Source: an optimization exercise on an open RTL-to-GDS flow (aim: small area). Production flows keep margins and buffers that such runs may drop.
Only simulation tests tie the RTL to the original design; equivalence was not proved.
Power figures rest on the tool's default switching activity, not on a simulated workload.

--- flow/config.mk ---
export PLATFORM = sky130hd
export DESIGN_NAME = Fx3HostInterface
export DESIGN_NICKNAME = Fx3HostInterface
export VERILOG_FILES = /design/flow/design.v
export SDC_FILE = /design/flow/constraint.sdc
export NUM_CORES = 4
export LEC_CHECK = 0
export CAP_MARGIN = 0
export CORE_MARGIN = 2
export CORE_UTILIZATION = 65
export SLEW_MARGIN = 0
--- flow/constraint.sdc ---
create_clock -name core_clock -period 10.0 [get_ports {ifclk}]
set_input_delay 2.0000 -clock core_clock [delete_from_list [all_inputs] [get_ports {ifclk}]]
set_output_delay 2.0000 -clock core_clock [all_outputs]
set_load 0.01 [all_outputs]
--- flow/design.v ---
module Fx3HostInterface
  (
   input wire 	     ifclk,
   input wire 	     resetb,
   input wire 	     fx3_hics_b,
   input 	     fx3_dma_rdy_b,
   output reg 	     fx3_sloe_b,
   output reg 	     fx3_slrd_b,
   output reg 	     fx3_slwr_b,
   output reg 	     fx3_pktend_b,
   output reg [1:0]  fx3_fifo_addr,
   input [31:0]      fx3_fd_in,
   output [31:0]     fx3_fd_out,
   output 	     fx3_fd_oe,
   output reg [15:0] di_term_addr,
   output reg [31:0] di_reg_addr,
   output reg [31:0] di_len,
   output reg 	     di_read_mode,
   output reg 	     di_read_req,
   output reg 	     di_read,
   input wire 	     di_read_rdy,
   input [31:0]      di_reg_datao,
   output reg 	     di_write,
   input wire 	     di_write_rdy,
   output reg 	     di_write_mode,
   output [31:0]     di_reg_datai,
   input [15:0]      di_transfer_status
   );
   localparam [2:0] IDLE = 3'd0, RCV_CMD = 3'd4, PROC = 3'd2, ACK0 = 3'd3, ACK1 = 3'd1;
   localparam [1:0] WRITE_EP = 3, CMD_EP = 2, READ_EP = 0;
   localparam [15:0] READ_CMD = 16'hC301, WRITE_CMD = 16'hC302;
   reg        cmd_start, dma_rdy_b;
   reg [2:0]  state;
   reg [32:2] tleft;
   reg [16:2] bleft;
   reg        is_rd, is_wr;  
   reg [15:0] blen;         
   reg [15:0] checksum;     
   reg        slrd_b_s, slrd_b_ss, slrd_b_sss;
   reg        pktend, first_write, di_read_s;
   reg [31:0] fdata [0:5];
   reg [5:0]  wp;           
   reg [5:0]  rp;           
   reg [2:0]  cnt;
   wire dma_rdy = !dma_rdy_b;
   wire latch = !slrd_b_sss;
   assign fx3_fd_oe = fx3_sloe_b;
   reg        fd_valid;
   assign fx3_fd_out = {32{fd_valid}} & fdata[0];
   assign di_reg_datai = ({32{rp[0]}} & fdata[0]) | ({32{rp[1]}} & fdata[1]) |
                         ({32{rp[2]}} & fdata[2]) | ({32{rp[3]}} & fdata[3]) |
                         ({32{rp[4]}} & fdata[4]) | ({32{rp[5]}} & fdata[5]);
   wire fifo_we = di_write_mode && latch;
   wire fifo_re = di_write;
   wire fifo_full = cnt > 3'd1;
   wire fifo_empty = ((cnt == 3'd0) || (cnt == 3'd1 && fifo_re)) && !fifo_we;
   wire write_in_process = !fx3_slrd_b || !slrd_b_s || !slrd_b_ss || !slrd_b_sss || di_write;
   reg         t_16, t_len, t_dec, b_16, b_len, b_dec;
   reg [32:2] tleft_dec;
   reg [16:2] bleft_dec;
   reg [31:0] reg_addr_inc;
   reg        ripple_c;
   integer    k;
   always @* begin
      ripple_c = t_dec;
      for (k = 2; k <= 32; k = k + 1) begin
         tleft_dec[k] = tleft[k] ^ ripple_c;
         ripple_c = ripple_c & !tleft[k];
      end
   end
   reg        ripple_b;
   always @* begin
      ripple_b = b_dec;
      for (k = 2; k <= 16; k = k + 1) begin
         bleft_dec[k] = bleft[k] ^ ripple_b;
         ripple_b = ripple_b & !bleft[k];
      end
   end
   reg        ripple_a;
   always @* begin
      ripple_a = ra_inc;
      for (k = 0; k < 32; k = k + 1) begin
         reg_addr_inc[k] = di_reg_addr[k] ^ ripple_a;
         ripple_a = ripple_a & di_reg_addr[k];
      end
   end
   wire len_huge  = (&di_len[31:2]) && (|di_len[1:0]);   
   wire blen_huge = (&blen[15:2]) && (|blen[1:0]);       
   wire rcv_done = !(|tleft[4:2]);                       
   wire rcv_room = |bleft[4:2];                          
   wire t_small = tleft[31:3] == 29'd0;
   wire t_ge  = !len_huge && (tleft[32] || (t_small && !tleft[2] && di_len[1:0] == 2'd0));  
   wire nt_ge = !len_huge && (tleft[32] || (t_small && (!tleft[2] || di_len[1:0] == 2'd0)));  
   wire b_small = bleft[15:3] == 13'd0;
   wire b_lt  = blen_huge || !(bleft[16] || (b_small && !bleft[2] && blen[1:0] == 2'd0));    
   wire nb_lt = blen_huge || !(bleft[16] || (b_small && (!bleft[2] || blen[1:0] == 2'd0)));  
   reg [2:0]  state_n;
   reg        ra_inc, ra_load, rd_issue;
   reg        sloe_n, slrd_n, slwr_n, pktend_b_n, pktend_n, first_write_n;
   reg [1:0]  fifo_addr_n;
   reg        rmode_n, wmode_n, dwrite_n, dread_n, dreq_n;
   reg [31:0] len_n;
   reg        fo_ack0, fo_ack1, fo_rd;
   reg [15:0] term_n, cks_base;
   reg        cks_add, cks_clr, cks_ld;
   always @* begin
      state_n = state;
      t_16 = 0; t_len = 0; t_dec = 0;
      b_16 = 0; b_len = 0; b_dec = 0;
      sloe_n = fx3_sloe_b;
      slrd_n = fx3_slrd_b;
      slwr_n = fx3_slwr_b;
      pktend_b_n = fx3_pktend_b;
      pktend_n = pktend;
      first_write_n = first_write;
      fifo_addr_n = fx3_fifo_addr;
      rmode_n = ((state == PROC) || (state == ACK0) || (state == ACK1)) && is_rd;
      wmode_n = ((state == PROC) || (state == ACK0) || (state == ACK1)) && is_wr;
      dwrite_n = di_write;
      dread_n = di_read;
      dreq_n = di_read_req;
      fo_ack0 = 1'b0;
      fo_ack1 = 1'b0;
      fo_rd = 1'b0;
      len_n = di_len;
      term_n = di_term_addr;
      cks_base = checksum;
      cks_add = 1'b0;
      cks_clr = 1'b0;
      cks_ld = 1'b0;
      ra_inc = 1'b0;
      ra_load = 1'b0;
      rd_issue = 1'b0;
      if (cmd_start) begin
         state_n = RCV_CMD;
         t_16 = 1;
         b_16 = 1;
         sloe_n = 0;
         slrd_n = 1;
         slwr_n = 1;
         pktend_b_n = 1;
         pktend_n = 0;
         fifo_addr_n = CMD_EP;
         cks_base = 0;
         cks_clr = 1'b1;
         rmode_n = 0;
         wmode_n = 0;
         dwrite_n = 0;
         dread_n = 0;
         dreq_n = 0;
         len_n = 0;
         term_n = 0;
         first_write_n = 1;
      end else begin
         case (state)
           IDLE: begin
              sloe_n = 0;
              slrd_n = 1;
              slwr_n = 1;
              pktend_b_n = 1;
              pktend_n = 0;
              fifo_addr_n = CMD_EP;
              cks_base = 0;
              cks_clr = 1'b1;
           end
           RCV_CMD: begin
              if (rcv_done) begin
                 if (!dma_rdy) begin
                    state_n = PROC;
                    t_len = 1;
                    b_len = 1;
                    ra_load = 1'b1;
                    fifo_addr_n = is_wr ? WRITE_EP : READ_EP;
                 end
              end else begin
                 if (dma_rdy && rcv_room) begin
                    slrd_n = 0;
                    b_dec = 1;
                 end else begin
                    slrd_n = 1;
                 end
                 if (latch) begin
                    t_dec = 1;
                    if (tleft[3:2] == 2'd3) term_n = fdata[3][15:0];
                    if (tleft[3:2] == 2'd1) len_n = fdata[1];
                 end
              end
           end
           ACK0: begin
              sloe_n = 1;
              if (dma_rdy) begin
                 slwr_n = 0;
                 fo_ack0 = 1'b1;
                 cks_base = di_transfer_status;
                 cks_ld = 1'b1;
                 state_n = ACK1;
              end else begin
                 slwr_n = 1;
              end
           end
           ACK1: begin
              sloe_n = 1;
              slwr_n = 0;
              fo_ack1 = 1'b1;
              state_n = IDLE;
              pktend_b_n = 0;
           end
           PROC: begin
              if (is_rd) begin
                 sloe_n = 1;
                 slwr_n = !di_read;
                 pktend_b_n = !pktend;
                 if (di_read) fo_rd = 1'b1;
                 if (di_read_s) cks_add = 1'b1;
                 if (!di_read_mode) begin
                    dreq_n = 1;
                    dread_n = 0;
                 end else if (t_ge) begin
                    dread_n = 0;
                    dreq_n = 0;
                    pktend_n = 0;
                    if (!dma_rdy) state_n = ACK0;
                 end else begin
                    if (dma_rdy && b_lt && di_read_rdy) begin
                       dread_n = 1;
                       b_dec = 1;
                       t_dec = 1;
                       ra_inc = 1'b1;
                       rd_issue = 1'b1;    
                    end else begin
                       dreq_n = 0;
                       dread_n = 0;
                       if (!dma_rdy) b_len = 1;
                    end
                 end
              end else if (is_wr) begin
                 sloe_n = 0;
                 if (t_ge) begin
                    slrd_n = 1;
                    if (fifo_empty && !dma_rdy && !write_in_process && di_write_rdy) begin
                       fifo_addr_n = READ_EP;
                       state_n = ACK0;
                    end
                 end else if (dma_rdy && b_lt && !fifo_full) begin
                    slrd_n = 0;
                    b_dec = 1;
                    t_dec = 1;
                 end else begin
                    slrd_n = 1;
                    if (!dma_rdy) b_len = 1;
                 end
                 if (!fifo_empty && di_write_rdy) begin
                    dwrite_n = 1;
                    if (!first_write) ra_inc = 1'b1;
                    first_write_n = 0;
                 end else begin
                    dwrite_n = 0;
                 end
              end else begin
                 state_n = IDLE;
              end
           end
           default: ;
         endcase
      end
   end
   wire [32:2] tleft_n = t_16 ? 31'd4 : t_len ? {1'b0, di_len[31:2]} : tleft_dec;
   wire [16:2] bleft_n = b_16 ? 15'd4 : b_len ? {1'b0, blen[15:2]} : bleft_dec;
   wire [31:0] reg_addr_n = cmd_start ? 32'd0 : ra_load ? fdata[2] : reg_addr_inc;
   wire dreq_f   = rd_issue ? (!nt_ge && nb_lt) : dreq_n;
   wire pktend_f = (rd_issue && nt_ge && nb_lt) || pktend_n;
   wire latch_n    = !slrd_b_ss;
   wire early_cmd  = !fx3_hics_b && (state_n == RCV_CMD) && (|tleft_n[4:2]) && latch_n;
   wire early_fifo = wmode_n && latch_n;
   wire early_cks  = !fx3_hics_b && (state_n == PROC) && is_wr && latch_n;
   wire [1:0] early_idx = tleft_n[3:2];
   wire early_w0   = early_cmd && (tleft_n[4] == 1'b1);    
   wire [15:0] cks_a = ({16{cks_add}} & fdata[0][15:0]) | ({16{early_cks}} & fx3_fd_in[15:0]);
   wire [15:0] cks_b = {16{cks_add}} & fdata[0][31:16];
   reg  [15:0] cks_sum, cs_s, cs_c;
   reg         cks_c;
   always @* begin
      cs_s = checksum ^ cks_a ^ cks_b;
      cs_c = {(checksum[14:0] & cks_a[14:0]) | (checksum[14:0] & cks_b[14:0]) | (cks_a[14:0] & cks_b[14:0]), 1'b0};
      cks_c = 1'b0;
      for (k = 0; k < 16; k = k + 1) begin
         cks_sum[k] = cs_s[k] ^ cs_c[k] ^ cks_c;
         cks_c = (cs_s[k] & cs_c[k]) | (cs_s[k] & cks_c) | (cs_c[k] & cks_c);
      end
   end
   wire [15:0] cks_n = cks_clr ? 16'd0 : cks_ld ? di_transfer_status : cks_sum;
   wire [5:0] wp_n = !wmode_n ? 6'd1 : (latch_n ? {wp[4:0], wp[5]} : wp);
   integer i;
   always @(posedge ifclk) begin
      for (i = 1; i < 6; i = i + 1)
        if ((early_fifo && wp[i]) || (early_cmd && !early_w0 && early_idx == i))
          fdata[i] <= fx3_fd_in;
      if (fo_ack0)
        fdata[0] <= {checksum, 16'hA50F};
      else if (fo_ack1)
        fdata[0] <= {16'h0001, checksum};
      else if (fo_rd)
        fdata[0] <= di_reg_datao;
      else if (early_fifo && wp[0])
        fdata[0] <= fx3_fd_in;
      if (early_w0) begin
         blen  <= fx3_fd_in[31:16];
         is_rd <= fx3_fd_in[15:0] == READ_CMD;
         is_wr <= fx3_fd_in[15:0] == WRITE_CMD;
      end
      tleft <= tleft_n;
      bleft <= bleft_n;
      checksum <= cks_n;
      di_read_s <= di_read;
      first_write <= first_write_n;
      wp <= wp_n;
      rp <= !di_write_mode ? 6'd1 : (fifo_re ? {rp[4:0], rp[5]} : rp);
      cnt <= !di_write_mode ? 3'd0 : (cnt + {2'b00, fifo_we} - {2'b00, fifo_re});
   end
   always @(posedge ifclk or negedge resetb) begin
      if (!resetb) begin
         dma_rdy_b <= 0;
         cmd_start <= 1;
         state <= IDLE;
         di_read_mode <= 0;
         di_write_mode <= 0;
         di_write <= 0;
         di_read <= 0;
         di_read_req <= 0;
         di_reg_addr <= 0;
         fx3_sloe_b <= 0;
         fx3_slrd_b <= 1;
         fx3_slwr_b <= 1;
         fx3_pktend_b <= 1;
         pktend <= 0;
         fx3_fifo_addr <= 2'b11;
         fd_valid <= 0;
         di_len <= 0;
         di_term_addr <= 0;
         slrd_b_s <= 1;
         slrd_b_ss <= 1;
         slrd_b_sss <= 1;
      end else begin
         dma_rdy_b <= fx3_dma_rdy_b;
         cmd_start <= fx3_hics_b;
         state <= state_n;
         di_read_mode <= rmode_n;
         di_write_mode <= wmode_n;
         di_write <= dwrite_n;
         di_read <= dread_n;
         di_read_req <= dreq_f;
         di_reg_addr <= reg_addr_n;
         fx3_sloe_b <= sloe_n;
         fx3_slrd_b <= slrd_n;
         fx3_slwr_b <= slwr_n;
         fx3_pktend_b <= pktend_b_n;
         pktend <= pktend_f;
         fx3_fifo_addr <= fifo_addr_n;
         fd_valid <= !cmd_start && (fd_valid || fo_ack0 || fo_ack1 || fo_rd);
         di_len <= len_n;
         di_term_addr <= term_n;
         slrd_b_s <= fx3_slrd_b;
         slrd_b_ss <= slrd_b_s;
         slrd_b_sss <= slrd_b_ss;
      end
   end
endmodule
--- flow/flow/run.sh ---
#!/bin/bash
set -uo pipefail
bash standard.sh \
  "BUFFER_PORTS_ARGS=-buffer_cell sky130_fd_sc_hd__buf_1" \
  "CTS_ARGS=-sink_clustering_enable -repair_clock_nets -dont_use_dummy_load -buf_list {sky130_fd_sc_hd__clkbuf_4 sky130_fd_sc_hd__clkbuf_8} -sink_clustering_buffer sky130_fd_sc_hd__clkbuf_8 -root_buf sky130_fd_sc_hd__clkbuf_4 -tree_buf sky130_fd_sc_hd__clkbuf_4 -sink_clustering_size 16 -sink_clustering_max_diameter 50" \
  finish > flow.log 2>&1
--- flow/standard.sh ---
#!/bin/bash
# synth_recipe.tcl (not shown) runs the flow's synth.tcl, then flattens the netlist and writes it again
# the make line also repeats each setting of config.mk as NAME=value (left out here)
make -C /OpenROAD-flow-scripts/flow DESIGN_CONFIG=/design/flow/config.mk WORK_HOME=/design/flow/orfs CLKGATE_MAP_FILE= SYNTH_SCRIPT=/design/flow/synth_recipe.tcl "${@:-finish}"
==> flow_metrics.tcl <==
set metrics [dict create \
    outcome "complete, no violations" \
    rsz0062_at_grt "no" \
    reg2reg_depth 27 \
    relSlewSlack 0.207 \
    post-route-period-util 0.968 \
    synth-seq-cells 390 \
    synthTopCellsByCount "199 x nand2_1, 194 x edfxtp_1, 101 x a22oi_1" \
    tightest_slew_ps 1190 \
    cp.required_ps 10550 \
    peakVddDrop_mv 0.109 \
    synth_seq_area_share 0.582 \
    vias 13200 \
    grt_pass1_vias 12800 \
    hold_depth 0 \
    clock_sinks 390 \
    slowest_delay_ps 480 \
    min_delay_worst_endpoint "slrd_b_ss" \
    synth_area_leaders "edfxtp_1 33%, dfrtp_1 13%, dfxtp_1 11%" \
    place_area_mm2 0.0190 \
    yosysWarningCount 2 \
    p_leak_uw 0.00746 \
    worstHoldPathType "flip-flop to flip-flop" \
    drt-total-wl_mm 51.3 \
    die_h_um 169 \
    critPathArrivalTime_ps 10240 \
    synthArstFlopShare 0.259 \
    crit_slowest_cell "fa_1" \
    reg2reg_to "checksum[15]" \
    r2r_setup_slack_ps 690 \
    hp-start "slrd_b_s" \
    holdBufCountCts 0 \
    track_usage 0.362 \
    fp-row-count 60 \
    cts.root.buffer_cell "clkbuf_4" \
    dr.pass1.iters 6 \
    clk_transition_reported_paths_ps 80 \
    cts_buffer_depth 3 \
    synth_area_per_cell_um2 11.8 \
    io_pins 242 \
    post_drt_wl_per_cell_um 24.8 \
    antenna_found_initial 1 \
    mappedNetlistArea_mm2 0.0177 \
    dp_hpwl_mm 36.6 \
    synth_fp_nets 1687 \
    critPathMaxFanout 2 \
    critPathKind "primary input to flip-flop" \
    yosysUniqueCellTypes 83 \
    cp-end-kind "flip-flop" \
    timing.rr.start "tleft[3]" \
    period_minus_slack_ps 9680 \
    stdcell_area_mm2 0.0194 \
    gr-total-overflow 0 \
    area_growth_pct 10.1 \
    synth_area_leader_cell "edfxtp_1" \
    synth_top_area_share 0.330 \
    power_density_mw_per_mm2 157 \
    htreeDepth 2 \
    drive_gt1_frac 0.0801 \
    cts_made_buffers 35 \
    grt_max_degree 66 \
    gp_congestion 0.929 \
    drcViolationCount 0 \
    initial_core_util 0.659 \
    hold_viol_final 0 \
    setup_tns_ps 0 \
    synth_edf_count 194 \
    detail-route-antenna-nets 0 \
    worst_clock_skew_ps 76.1 \
    core_mm2 0.0268 \
    synth_flop_cell "edfxtp_1" \
    drt_iter0_markers 1546 \
    max_freq_mhz 103 \
    cts_tree "built" \
    die_w_um 169 \
    viasPerCell 6.39 \
    crit_path_frequent_cell "fa_2" \
    drv_slew 0 \
    numPortBuffers 241 \
    die_area_mm2 0.0285 \
    clk_latency_ps 700 \
    maxCapViolations 0 \
    grt_pass1_wl_mm 76.2 \
    synth.most_common_cell "nand2_1" \
    critPathLaunchType "primary input" \
    finalSetupViolCount 0 \
    nets 1920 \
    syn_inst 1492 \
]
-- registers in the layout (all words and copies together), names as in the netlist, 2 cells and up --
name and cells:
di_len 32, fx3_fifo_addr 2, cnt 3, di_term_addr 16
bleft 15, checksum 16, tleft 31, di_reg_addr 32
rp 6, blen 16, wp 6, state 3
fdata 192
-- critical path, delay by kind of cell --
family | cells | cell delay [ps]
buffers and inverters | 1 | 90
AO/OA/AOI/OAI | 3 | 520
XOR/XNOR | 2 | 380
adder cells (fa/ha/maj) | 15 | 6190
AND/OR/NAND/NOR | 7 | 1050
-- cell usage in the layout (no fill, tap or decap), drive strengths merged, types with 4 or more instances in the layout --
cell type / synthesis / routed
a22o: 46 / 46
edfxtp: 194 / 194
nor3b: 4 / 4
xnor2: 4 / 4
dfrtp: 92 / 92
nand3: 42 / 42
nand4: 17 / 17
dfxtp: 95 / 95
inv: 70 / 70
o2bb2ai: 13 / 13
a22oi: 101 / 101
o21ai: 49 / 49
mux2i: 47 / 47
ha: 80 / 80
o31ai: 5 / 5
fa: 29 / 29
nand2: 202 / 202
a21oi: 91 / 91
nor3: 10 / 10
nor2: 60 / 60
clkbuf: 61 / 36
a211oi: 17 / 17
dfstp: 9 / 9
and2: 51 / 51
nor4: 14 / 14
nor2b: 8 / 8
buf: 27 / 283
-- layer usage --
layer / track usage / wire (um) / vias up
li1: - / - / 5853
met4: 0.169 / 2820 / 0
met2: 0.579 / 23800 / 760
met5: 0 / 0 / -
met1: 0.494 / 19900 / 6438
met3: 0.0538 / 4740 / 148
-- cell families (layout without fill, tap and decap cells) --
| family | count (synthesis) | in the layout | share of synthesized area |
|---|---|---|---|
| simple gates | 428 | 428 | 0.120 |
| flops | 390 | 390 | 0.582 |
| compound gates | 353 | 353 | 0.141 |
| buf+inv | 158 | 389 | 0.0377 |
| fa+ha+maj | 109 | 109 | 0.0896 |
| mux | 47 | 47 | 0.0266 |
| xor+xnor | 7 | 7 | 0.00347 |
| other cells | 0 | 1 | 0 |
-- worst max path at each step --
stage	start	endpoint	slack, ps	cells past startpoint
global route	di_write_rdy	checksum[15]	7	28
floorplan	di_write_rdy	checksum[15]	50	27
finish	di_write_rdy	checksum[15]	320	28
detailed placement	di_write_rdy	checksum[15]	-400	28
global placement	di_write_rdy	checksum[15]	-270	28
CTS	di_write_rdy	checksum[15]	290	28
-- power by group --
part	total, uW	switching [uW]	internal, uW
sequential	1850	82.3	1770
combinational	420	268	152
clock	776	487	289
total	3050	837	2210
-- what timing repair did --
action                     in CTS  in global routing
resized for setup               0                  2
setup endpoints to repair       0                  1
setup buffers                   0                  1
-- cell type report --
type,count,area [um2]
diodes,1,2.50
clock buffers,35,450
fillers,2043,7360
inverters,70,265
multi-input cells,944,6790
flip-flops and latches,390,10300
well taps,341,427
repair buffers,284,1230
-- per-stage QoR --
step / power (uW) / hold WS [ps] / std cells / utilization / setup WS (ps)
after floorplan: 2130 / 351 / 1492 / - / 45.3
after global placement: 2290 / 363 / 2028 / 0.708 / -272
after detailed placement: 2300 / 356 / 2028 / 0.708 / -399
after CTS: 3050 / 369 / 2063 / 0.725 / 293
after global routing: 3160 / 365 / 2065 / 0.725 / 7.15
final: 3050 / 371 / 2065 / 0.725 / 318

-- port drivers added, routing unchanged --
How much do the figures lean on ideal ports? The routed layout below was timed once more, with nothing changed but the port constraints.
Step 1 (the two cells are an assumption about what drives the block):
set clk [get_ports {ifclk}]
set_driving_cell -lib_cell sky130_fd_sc_hd__clkbuf_16 $clk
set_driving_cell -lib_cell sky130_fd_sc_hd__buf_2 [delete_from_list [all_inputs] $clk]
Step 2 adds t to the input delays and takes it off the output delays; t is the mean of the earliest and latest rising clock arrival at the registers after step 1. Input paths then give back, and output paths get back, about the clock's delay inside the block.
a / b / c = ideal / step 1 / step 2; a / b = the first two.
t, ns: 0.716
setup slack, ns: 0.318 / 0.343 / -0.372
clock arrival spread, ns: 0.077 / 0.077
slew at the worst register clock pin (ns): 0.10 / 0.10
With both steps, setup timing fails in this run, where it was met with ideal ports. The setup slack of this run moves by +0.025 ns with the drivers and by -0.690 ns with both steps.
